This is an optimization exercise on Yosys and OpenROAD, whose aim is a short achievable clock period and few clock cycles, not a production implementation. Function was checked by simulation only, so behaviour that the tests miss may differ from the original. Power figures rest on the tool's default switching activity, not on a simulated workload.

## the previous run
Design CPU_pipelined_module, start of the top module:
module CPU_pipelined_module (
    input clk,
    input rst,
    output [31:0] pc,
    input [31:0] imem_data,
    output [31:0] data_pc,
    output data_wr_en,
    output [31:0] data_addr,
    output [3:0] data_wr_mask,
    output [31:0] data_wr_data,
    input [31:0] data_rd_data
);
Size: roughly 7,300 cells after synthesis, about 200 I/O pins, ~0.099 sq mm of cells after synthesis.
==> flow/config.mk <==
export PLATFORM = sky130hd
export DESIGN_NAME = CPU_pipelined_module
export DESIGN_NICKNAME = CPU_pipelined_module
export VERILOG_FILES = /design/flow/design.v
export SDC_FILE = /design/flow/constraint.sdc
export NUM_CORES = 4
export LEC_CHECK = 0
export ABC_CLOCK_PERIOD_IN_PS = 3500
export CAP_MARGIN = 20
export CORE_MARGIN = 2
export CORE_UTILIZATION = 40
export CTS_CLUSTER_DIAMETER = 100
export CTS_CLUSTER_SIZE = 20
export SETUP_SLACK_MARGIN = 5
export SLEW_MARGIN = 20
==> flow/constraint.sdc <==
create_clock -name core_clock -period 13.5 [get_ports {clk}]
set_input_delay 2.7000 -clock core_clock [delete_from_list [all_inputs] [get_ports {clk}]]
set_output_delay 2.7000 -clock core_clock [all_outputs]
set_load 0.01 [all_outputs]
standard.sh (not shown) runs the stock make flow with config.mk's settings and CLKGATE_MAP_FILE= SYNTH_SCRIPT=/design/flow/synth_recipe.tcl, a recipe that flattens the netlist after the stock synthesis.
==> flow/flow/run.sh <==
#!/bin/bash
set -euo pipefail
bash standard.sh SETUP_SLACK_MARGIN=9.8 finish > flow_make.log 2>&1
Testbench counts of the previous run, summed over its fixed seeds: cycles 127,278.
Changes in the current run relative to the previous run:
-- flow/design.v --
<<< the previous run, line 1
module alu_module (
    input [31:0] in_A, in_B,
    input [2:0] alu_sel,
    input variant_sel,
    output reg [31:0] alu_out
);
    wire [31:0] sum = variant_sel ? in_A - in_B : in_A + in_B;
>>> the current run, line 1
module alu_module (
    input [31:0] in_A, in_B,
    input [7:0] alu_sel,
    input variant_sel,
    output [31:0] alu_out
);
    wire [31:0] sum = variant_sel ? in_A - in_B : in_A + in_B;
<<< the previous run, line 10
    wire [31:0] shl = in_A << in_B[4:0];
    wire [31:0] shr = $signed({variant_sel & in_A[31], in_A}) >>> in_B[4:0];
    always @(*) begin
        case (alu_sel)
        3'b000: alu_out = sum;
        3'b001:     alu_out = shl;
        3'b010:     alu_out = {31'd0, lt};
        3'b011:    alu_out = {31'd0, ltu};
        3'b100:     alu_out = in_A ^ in_B;
        3'b110:      alu_out = in_A | in_B;
        3'b111:     alu_out = in_A & in_B;
        default:      alu_out = shr;
        endcase
    end
endmodule
module branch_comp(
>>> the current run, line 10
    wire [31:0] shl = in_A << in_B[4:0];
    wire [31:0] shr = $signed({variant_sel & in_A[31], in_A}) >>> in_B[4:0];
    assign alu_out = ({32{alu_sel[3'b000]}} & sum) |
                     ({32{alu_sel[3'b001]}}     & shl) |
                     {31'd0, alu_sel[3'b010]  & lt} |
                     {31'd0, alu_sel[3'b011] & ltu} |
                     ({32{alu_sel[3'b100]}}     & (in_A ^ in_B)) |
                     ({32{alu_sel[3'b110]}}      & (in_A | in_B)) |
                     ({32{alu_sel[3'b111]}}     & (in_A & in_B)) |
                     ({32{alu_sel[3'b101]}} & shr);
endmodule
module branch_comp(
<<< the previous run, line 270
        else
            w_en <= btb_we;
        w_tag <= btb_wpc[31:2];
        w_tgt <= btb_wtgt[31:2];
    end
    always @(posedge clk) begin
>>> the current run, line 266
        else
            w_en <= btb_we;
        if (btb_we) begin
            w_tag <= btb_wpc[31:2];
            w_tgt <= btb_wtgt[31:2];
        end
    end
    always @(posedge clk) begin
<<< the previous run, line 298
    input [31:0] tgt,           
    input [31:0] alu_a, alu_b,   
    input [2:0] alu_f3,
    input alu_alt,
    input [2:0] f3,
>>> the current run, line 296
    input [31:0] tgt,           
    input [31:0] alu_a, alu_b,   
    input [7:0] alu_sel,        
    input alu_alt,
    input [2:0] f3,
<<< the previous run, line 315
        .in_A(alu_a),
        .in_B(alu_b),
        .alu_sel(alu_f3),
        .variant_sel(alu_alt),
        .alu_out(alu_out)
>>> the current run, line 313
        .in_A(alu_a),
        .in_B(alu_b),
        .alu_sel(alu_sel),
        .variant_sel(alu_alt),
        .alu_out(alu_out)
<<< the previous run, line 473
    reg [31:0] e_a, e_b;
    reg        e_btbhit, e_djump;
    reg [2:0]  e_aluf3, e_f3;
    wire [31:0] ex_result;
    reg        m1_we, m1_ld;
>>> the current run, line 471
    reg [31:0] e_a, e_b;
    reg        e_btbhit, e_djump;
    reg [2:0]  e_f3;
    reg [7:0]  e_alusel;     
    wire [31:0] ex_result;
    reg        m1_we, m1_ld;
<<< the previous run, line 572
        e_a <= a_val;
        e_b <= b_val;
        e_aluf3 <= alu_f3;
        e_alt <= alu_alt;
        e_f3 <= f3;
>>> the current run, line 571
        e_a <= a_val;
        e_b <= b_val;
        e_alusel <= 8'd1 << alu_f3;
        e_alt <= alu_alt;
        e_f3 <= f3;
<<< the previous run, line 583
        .alu_imm(e_aimm), .tgt_imm(e_timm), .tgt(e_tgt),
        .alu_a(e_a), .alu_b(e_b),
        .alu_f3(e_aluf3), .alu_alt(e_alt), .f3(e_f3),
        .is_branch(e_br), .is_jal(e_jal), .is_jalr(e_jalr),
        .btb_hit(e_btbhit), .btb_tgt(e_ptgt), .d_jump(e_djump),
>>> the current run, line 582
        .alu_imm(e_aimm), .tgt_imm(e_timm), .tgt(e_tgt),
        .alu_a(e_a), .alu_b(e_b),
        .alu_sel(e_alusel), .alu_alt(e_alt), .f3(e_f3),
        .is_branch(e_br), .is_jal(e_jal), .is_jalr(e_jalr),
        .btb_hit(e_btbhit), .btb_tgt(e_ptgt), .d_jump(e_djump),
Findings:
- The current run: full flow OK, the timing, design-rule and antenna checks passed
- The current run vs the previous run: number of instances in the synthesized netlist down slightly
- Summary: with the previous run as the reference, net switching component of the power in the current run moved down by a few percent.
- Looking at worst vdd rail ir drop, the current run sits 11 uV lower than the previous run does.
- [diff] total power draw, the current run relative to the previous run: improvement
- Count of fill cells added during filler insertion (the current run over the previous run): increase, 330
- Compare the previous run and the current run | pin count of the biggest net entering global routing lower: the previous run
- The via count reported for the current run is lower than the one for the previous run.
- The current run ended up with a lower multi-input combinational cell area than the previous run did.
- In the current run, utilization is lower than in the previous run.
- Summary — critical path depth, the current run relative to the previous run: lower, by 18.
Testbench counts of the current run, summed over its fixed seeds: cycles 127,278.

## afterwards: timing with drivers on the ports
Ports are ideal in the flow. The routed layouts listed here were re-timed in OpenROAD.
Step 1 sets driving cells, clkbuf_16 on the clock port and buf_2 on the other inputs (assumed; they add their load-dependent delay and slew).
Step 2 adds t to the input delays and takes it off the output delays; t is the mean of the earliest and latest rising clock arrival at the registers after step 1. Input paths then give back, and output paths get back, about the clock's delay inside the block.
Slacks: ideal / step 1 / step 2; pairs: ideal / step 1.
run | t, ns | slack for setup (ns) | latest minus earliest clock arrival (ns) | worst register clock-pin slew, ns | pins driven straight from the clock port
the previous run | 0.920 | 9.352 / 9.285 / 8.786 | 0.042 / 0.042 | 0.09 / 0.09 | 1
the current run | 0.919 | 9.507 / 9.416 / 8.870 | 0.054 / 0.054 | 0.09 / 0.09 | 1
After both steps setup and hold are still met in every run listed. For the current run, which loses most, drivers alone change the setup slack by -0.091 ns; drivers and shift together by -0.637 ns.
